This design comes from an exercise in tuning for small area, a short achievable clock period and few clock cycles on the open sky130 flow, not from production work. Power and IR drop assume default switching activity.

Setup of old:
Design chip, start of the top module:
module chip #(
    parameter int IN_BYTES  = 7,
    parameter int OUT_BYTES = 6
)(
    input wire clk,
    input wire rst_n,
    input wire in_valid,
    output reg in_ready,
    input  wire [7:0] in_data,
    output reg out_valid,
    input wire out_ready,
    output reg [7:0] out_data
);
==> module chip, before the edit <==
module chip #(
    parameter int IN_BYTES  = 7,
    parameter int OUT_BYTES = 6
)(
    input wire clk,
    input wire rst_n,
    input wire in_valid,
    output reg in_ready,
    input  wire [7:0] in_data,
    output reg out_valid,
    input wire out_ready,
    output reg [7:0] out_data
);
    function automatic [7:0] crc8_upd(input [7:0] c, input [7:0] b);
        reg [7:0] t;
        integer i;
        begin
            t = c ^ b;
            for (i = 0; i < 8; i = i + 1)
                t = t[7] ? ((t << 1) ^ 8'h07) : (t << 1);
            crc8_upd = t;
        end
    endfunction
    function automatic [3:0] msb10(input [9:0] v);
        integer j;
        begin
            msb10 = 0;
            for (j = 0; j < 10; j = j + 1)
                if (v[j]) msb10 = j[3:0];
        end
    endfunction
    reg [2:0] icnt;      
    reg [7:0] din;       
    reg       acc_r;     
    reg [7:0] P;         
    reg       sg;        
    reg       dv;        
    reg       dfirst;    
    reg [9:0] S;         
    reg [7:0] Y;         
    reg [7:0] Z;         
    reg [7:0] crc_i;     
    reg       pok;       
    reg       full;      
    localparam [2:0] O_IDLE = 3'd0, O_LOAD = 3'd1, O_B0 = 3'd2, O_B1 = 3'd3,
                     O_B2 = 3'd4, O_B3 = 3'd5, O_B4 = 3'd6, O_B5 = 3'd7;
    reg [2:0] ost;       
    reg       lat;       
    reg [3:0] sh;
    reg       ok;
    reg [7:0] crc_o;     
    wire accept = in_valid & in_ready;
    wire fire   = out_valid & out_ready;
    wire k0   = (icnt == 3'd1);
    wire k1   = (icnt == 3'd2);
    wire k4   = (icnt == 3'd5);
    wire k5   = (icnt == 3'd6);
    wire k6   = (icnt == 3'd0);
    wire kodd = (icnt == 3'd2) || (icnt == 3'd4) || (icnt == 3'd6);
    wire       zpair = k5;
    wire [8:0] tsum  = {P[7], P} + {~din[7], ~din} + {8'd0, ~zpair};
    wire [8:0] dnew  = tsum ^ {9{zpair}};
    wire [9:0] s_base = dfirst ? 10'd0 : S;
    wire [9:0] s_new  = s_base + {2'b00, P ^ {8{sg}}} + {9'd0, sg};
    wire [7:0] crc_i_new = crc8_upd(k0 ? 8'h00 : crc_i, din);
    wire       proc6     = acc_r && k6;
    wire latch_ok = full && !lat && (ost == O_IDLE || ost == O_B5);
    wire go       = (lat || latch_ok) && (ost == O_IDLE || (ost == O_B5 && out_ready));
    wire       use_z = (ost == O_B1) || (ost == O_B2);           
    wire       hi    = (ost == O_LOAD) || (ost == O_B1);         
    wire [7:0] v     = use_z ? Z : Y;
    wire [16:0] lsrc = {v[7], v, 8'h00};
    wire [16:0] lres = lsrc >> sh;
    wire        hbit = (sh[3] | (sh[2:0] == 3'd7)) ? v[7] : v[sh[2:0]];
    wire [7:0]  vbyte = ~ok ? 8'h00 : hi ? {{7{v[7]}}, hbit} : lres[7:0];
    wire [7:0]  crc_o_new = crc8_upd((ost == O_B0) ? 8'h00 : crc_o, out_data);
    reg [2:0] icnt_n;
    reg       full_n;
    reg       lat_n;
    reg [2:0] ost_n;
    always @* begin
        icnt_n = icnt;
        if (accept) icnt_n = (icnt == 3'd6) ? 3'd0 : icnt + 3'd1;
        full_n = (full & ~latch_ok) | proc6;
        lat_n  = (lat | latch_ok) & ~go;
        ost_n  = ost;
        if (go) ost_n = O_LOAD;
        else if (ost == O_LOAD) ost_n = O_B0;
        else if (fire) ost_n = (ost == O_B5) ? O_IDLE : ost + 3'd1;
    end
    reg ready_n;
    always @* begin
        case (icnt_n)
            3'd1:    ready_n = ~full_n | (~lat_n & (ost_n == O_IDLE || ost_n == O_B5));
            3'd4:    ready_n = ~full_n & ~lat_n & ~(ost_n == O_LOAD || ost_n == O_B0);
            3'd6:    ready_n = ~full_n & ~lat_n & ~(ost_n == O_LOAD || ost_n == O_B0 ||
                                                    ost_n == O_B1 || ost_n == O_B2);
            default: ready_n = 1'b1;
        endcase
    end
    always @(posedge clk) begin
        din <= in_data;
        if (!rst_n) begin
            icnt      <= 3'd0;
            acc_r     <= 1'b0;
            dv        <= 1'b0;
            full      <= 1'b0;
            lat       <= 1'b0;
            ost       <= O_IDLE;
            out_valid <= 1'b0;
            in_ready  <= 1'b1;
        end else begin
            icnt     <= icnt_n;
            acc_r    <= accept;
            full     <= full_n;
            lat      <= lat_n;
            ost      <= ost_n;
            in_ready <= ready_n;
            dv       <= acc_r & kodd;
            if (ost == O_LOAD) out_valid <= 1'b1;
            else if (fire && ost == O_B5) out_valid <= 1'b0;
        end
        if (acc_r) begin
            crc_i <= crc_i_new;
            if (k6) pok <= (crc_i_new == 8'h00);
            if (kodd) begin
                P      <= dnew[7:0];
                sg     <= dnew[8];
                dfirst <= k1;
            end else begin
                P      <= din;
            end
            if (k4) Y <= P;
            if (k6) Z <= P;
        end
        if (dv) S <= s_new;
        if (latch_ok) begin
            sh <= msb10(S);
            ok <= pok;
        end
        if (ost == O_LOAD) out_data <= vbyte;
        else if (fire) begin
            case (ost)
                O_B0, O_B1, O_B2: out_data <= vbyte;
                O_B3:             out_data <= crc_o_new;
                O_B4:             out_data <= ok ? 8'h01 : 8'h02;
                default:          ;
            endcase
            if (ost == O_B0 || ost == O_B1 || ost == O_B2) crc_o <= crc_o_new;
        end
    end
endmodule
export LEC_CHECK = 0
export CAP_MARGIN = 20
export CORE_MARGIN = 2
export CORE_UTILIZATION = 65
export CTS_BUF_LIST = sky130_fd_sc_hd__clkbuf_4 sky130_fd_sc_hd__clkbuf_8
export SLEW_MARGIN = 20
create_clock -name core_clock -period 10.0 [get_ports {clk}]
standard.sh (not shown) runs the stock make flow with config.mk's settings and CLKGATE_MAP_FILE= SYNTH_SCRIPT=/design/flow/synth_recipe.tcl, a recipe that flattens the netlist after the stock synthesis.
==> flow/flow/run.sh <==
#!/bin/bash
# Standard ORFS layout (the standard.sh: unchanged synthesis, floorplan,
# power grid, placement, CTS and routing) with a tighter setup target for the
# timing repair steps, so that the resizer also shortens paths that already
# meet the 10 ns clock. The constraints (constraint.sdc) are not changed.
# make's full output goes to standard_make.log; each ORFS step keeps its own
# log under orfs/logs/.
set -euo pipefail
bash standard.sh SETUP_SLACK_MARGIN=7.0 finish > standard_make.log 2>&1
### old -> new
--- a/flow/design.v
+++ b/flow/design.v
@@ -48,11 +48,12 @@
     reg       lat;       
     reg [3:0] sh;
     reg       ok;
     reg [7:0] crc_o;     
     wire accept = in_valid & in_ready;
-    wire fire   = out_valid & out_ready;
+    wire ovalid = ost[2] | ost[1];           
+    wire fire   = ovalid & out_ready;
     wire k0   = (icnt == 3'd1);
     wire k1   = (icnt == 3'd2);
     wire k4   = (icnt == 3'd5);
     wire k5   = (icnt == 3'd6);
     wire k6   = (icnt == 3'd0);
@@ -71,35 +72,46 @@
     wire [7:0] v     = use_z ? Z : Y;
     wire [16:0] lsrc = {v[7], v, 8'h00};
     wire [16:0] lres = lsrc >> sh;
     wire        hbit = (sh[3] | (sh[2:0] == 3'd7)) ? v[7] : v[sh[2:0]];
     wire [7:0]  vbyte = ~ok ? 8'h00 : hi ? {{7{v[7]}}, hbit} : lres[7:0];
-    wire [7:0]  crc_o_new = crc8_upd((ost == O_B0) ? 8'h00 : crc_o, out_data);
+    wire [7:0]  crc_o_new = crc8_upd((ost == O_LOAD) ? 8'h00 : crc_o, vbyte);
+    wire [2:0] icnt_inc = (icnt == 3'd6) ? 3'd0 : icnt + 3'd1;
     reg [2:0] icnt_n;
     reg       full_n;
     reg       lat_n;
     reg [2:0] ost_n;
     always @* begin
         icnt_n = icnt;
-        if (accept) icnt_n = (icnt == 3'd6) ? 3'd0 : icnt + 3'd1;
+        if (accept) icnt_n = icnt_inc;
         full_n = (full & ~latch_ok) | proc6;
         lat_n  = (lat | latch_ok) & ~go;
         ost_n  = ost;
         if (go) ost_n = O_LOAD;
         else if (ost == O_LOAD) ost_n = O_B0;
         else if (fire) ost_n = (ost == O_B5) ? O_IDLE : ost + 3'd1;
     end
-    reg ready_n;
-    always @* begin
-        case (icnt_n)
-            3'd1:    ready_n = ~full_n | (~lat_n & (ost_n == O_IDLE || ost_n == O_B5));
-            3'd4:    ready_n = ~full_n & ~lat_n & ~(ost_n == O_LOAD || ost_n == O_B0);
-            3'd6:    ready_n = ~full_n & ~lat_n & ~(ost_n == O_LOAD || ost_n == O_B0 ||
-                                                    ost_n == O_B1 || ost_n == O_B2);
-            default: ready_n = 1'b1;
-        endcase
-    end
+    wire on_byte  = (icnt == 3'd1) || (icnt == 3'd4) || (icnt == 3'd6);    
+    wire pre_byte = (icnt == 3'd0) || (icnt == 3'd3) || (icnt == 3'd5);    
+    wire t1 = (icnt == 3'd0) || (icnt == 3'd1);
+    wire t4 = (icnt == 3'd3) || (icnt == 3'd4);
+    wire       go0 = (lat || latch_ok) && (ost == O_IDLE);
+    wire       go1 = (lat || latch_ok) && (ost == O_IDLE || ost == O_B5);
+    wire       lat_n0 = (lat | latch_ok) & ~go0;
+    wire       lat_n1 = (lat | latch_ok) & ~go1;
+    wire [2:0] ost_step = (ost == O_B5) ? O_IDLE : ost + 3'd1;
+    wire [2:0] ost_n0 = go0 ? O_LOAD : (ost == O_LOAD) ? O_B0 : ost;
+    wire [2:0] ost_n1 = go1 ? O_LOAD : (ost == O_LOAD) ? O_B0 : ovalid ? ost_step : ost;
+    function automatic cond(input ty1, input ty4, input fl, input lt, input [2:0] os);
+        if (ty1)      cond = ~fl | (~lt & (os == O_IDLE || os == O_B5));
+        else if (ty4) cond = ~fl & ~lt & ~(os == O_LOAD || os == O_B0);
+        else          cond = ~fl & ~lt & ~(os == O_LOAD || os == O_B0 || os == O_B1 || os == O_B2);
+    endfunction
+    wire c0 = cond(t1, t4, full_n, lat_n0, ost_n0);
+    wire c1 = cond(t1, t4, full_n, lat_n1, ost_n1);
+    wire c  = out_ready ? c1 : c0;
+    wire ready_n = c | ~(on_byte | pre_byte) | (on_byte & accept) | (pre_byte & ~accept);
     always @(posedge clk) begin
         din <= in_data;
         if (!rst_n) begin
             icnt      <= 3'd0;
             acc_r     <= 1'b0;
@@ -136,15 +148,17 @@
         if (dv) S <= s_new;
         if (latch_ok) begin
             sh <= msb10(S);
             ok <= pok;
         end
-        if (ost == O_LOAD) out_data <= vbyte;
-        else if (fire) begin
+        if (ost == O_LOAD) begin
+            out_data <= vbyte;
+            crc_o    <= crc_o_new;
+        end else if (fire) begin
             case (ost)
                 O_B0, O_B1, O_B2: out_data <= vbyte;
-                O_B3:             out_data <= crc_o_new;
+                O_B3:             out_data <= crc_o;
                 O_B4:             out_data <= ok ? 8'h01 : 8'h02;
                 default:          ;
             endcase
             if (ost == O_B0 || ost == O_B1 || ost == O_B2) crc_o <= crc_o_new;
         end
--- outcome ---
In summary, new completed successfully, with a layout that passed the timing, design-rule and antenna checks.
Summary of new over old: total power now sits higher; initial cell density of the core now sits higher; reported leakage power now sits higher; wire length after detailed routing now sits higher.
new vs. old: instance area at placement +1.2%, post-route clock period utilization +0.29 points.
Function was not checked in any run of this note: the RTL went through the layout flow alone.

-- port drivers added, routing unchanged --
How much do the figures lean on ideal ports? The routed layouts below were timed once more, with nothing changed but the port constraints.
Step 1 assumes that a clkbuf_16 drives the clock port and a buf_2 every other input.
Step 2, shift: input delay + t, output delay - t, t = (earliest + latest rising clock arrival at the registers) / 2. This alone moves slack from input paths to output paths.
Slacks: ideal / step 1 / step 2; pairs: ideal / step 1.
run | t, ns | slack for setup (ns) | clock arrival spread, ns
old | 0.400 | 7.009 / 6.992 / 6.601 | 0.011 / 0.011
new | 0.389 | 6.980 / 6.980 / 6.691 | 0.014 / 0.014
After both steps setup and hold are still met in every run listed. The setup slack of old, which loses most, moves by -0.017 ns with the drivers and by -0.408 ns with both steps.
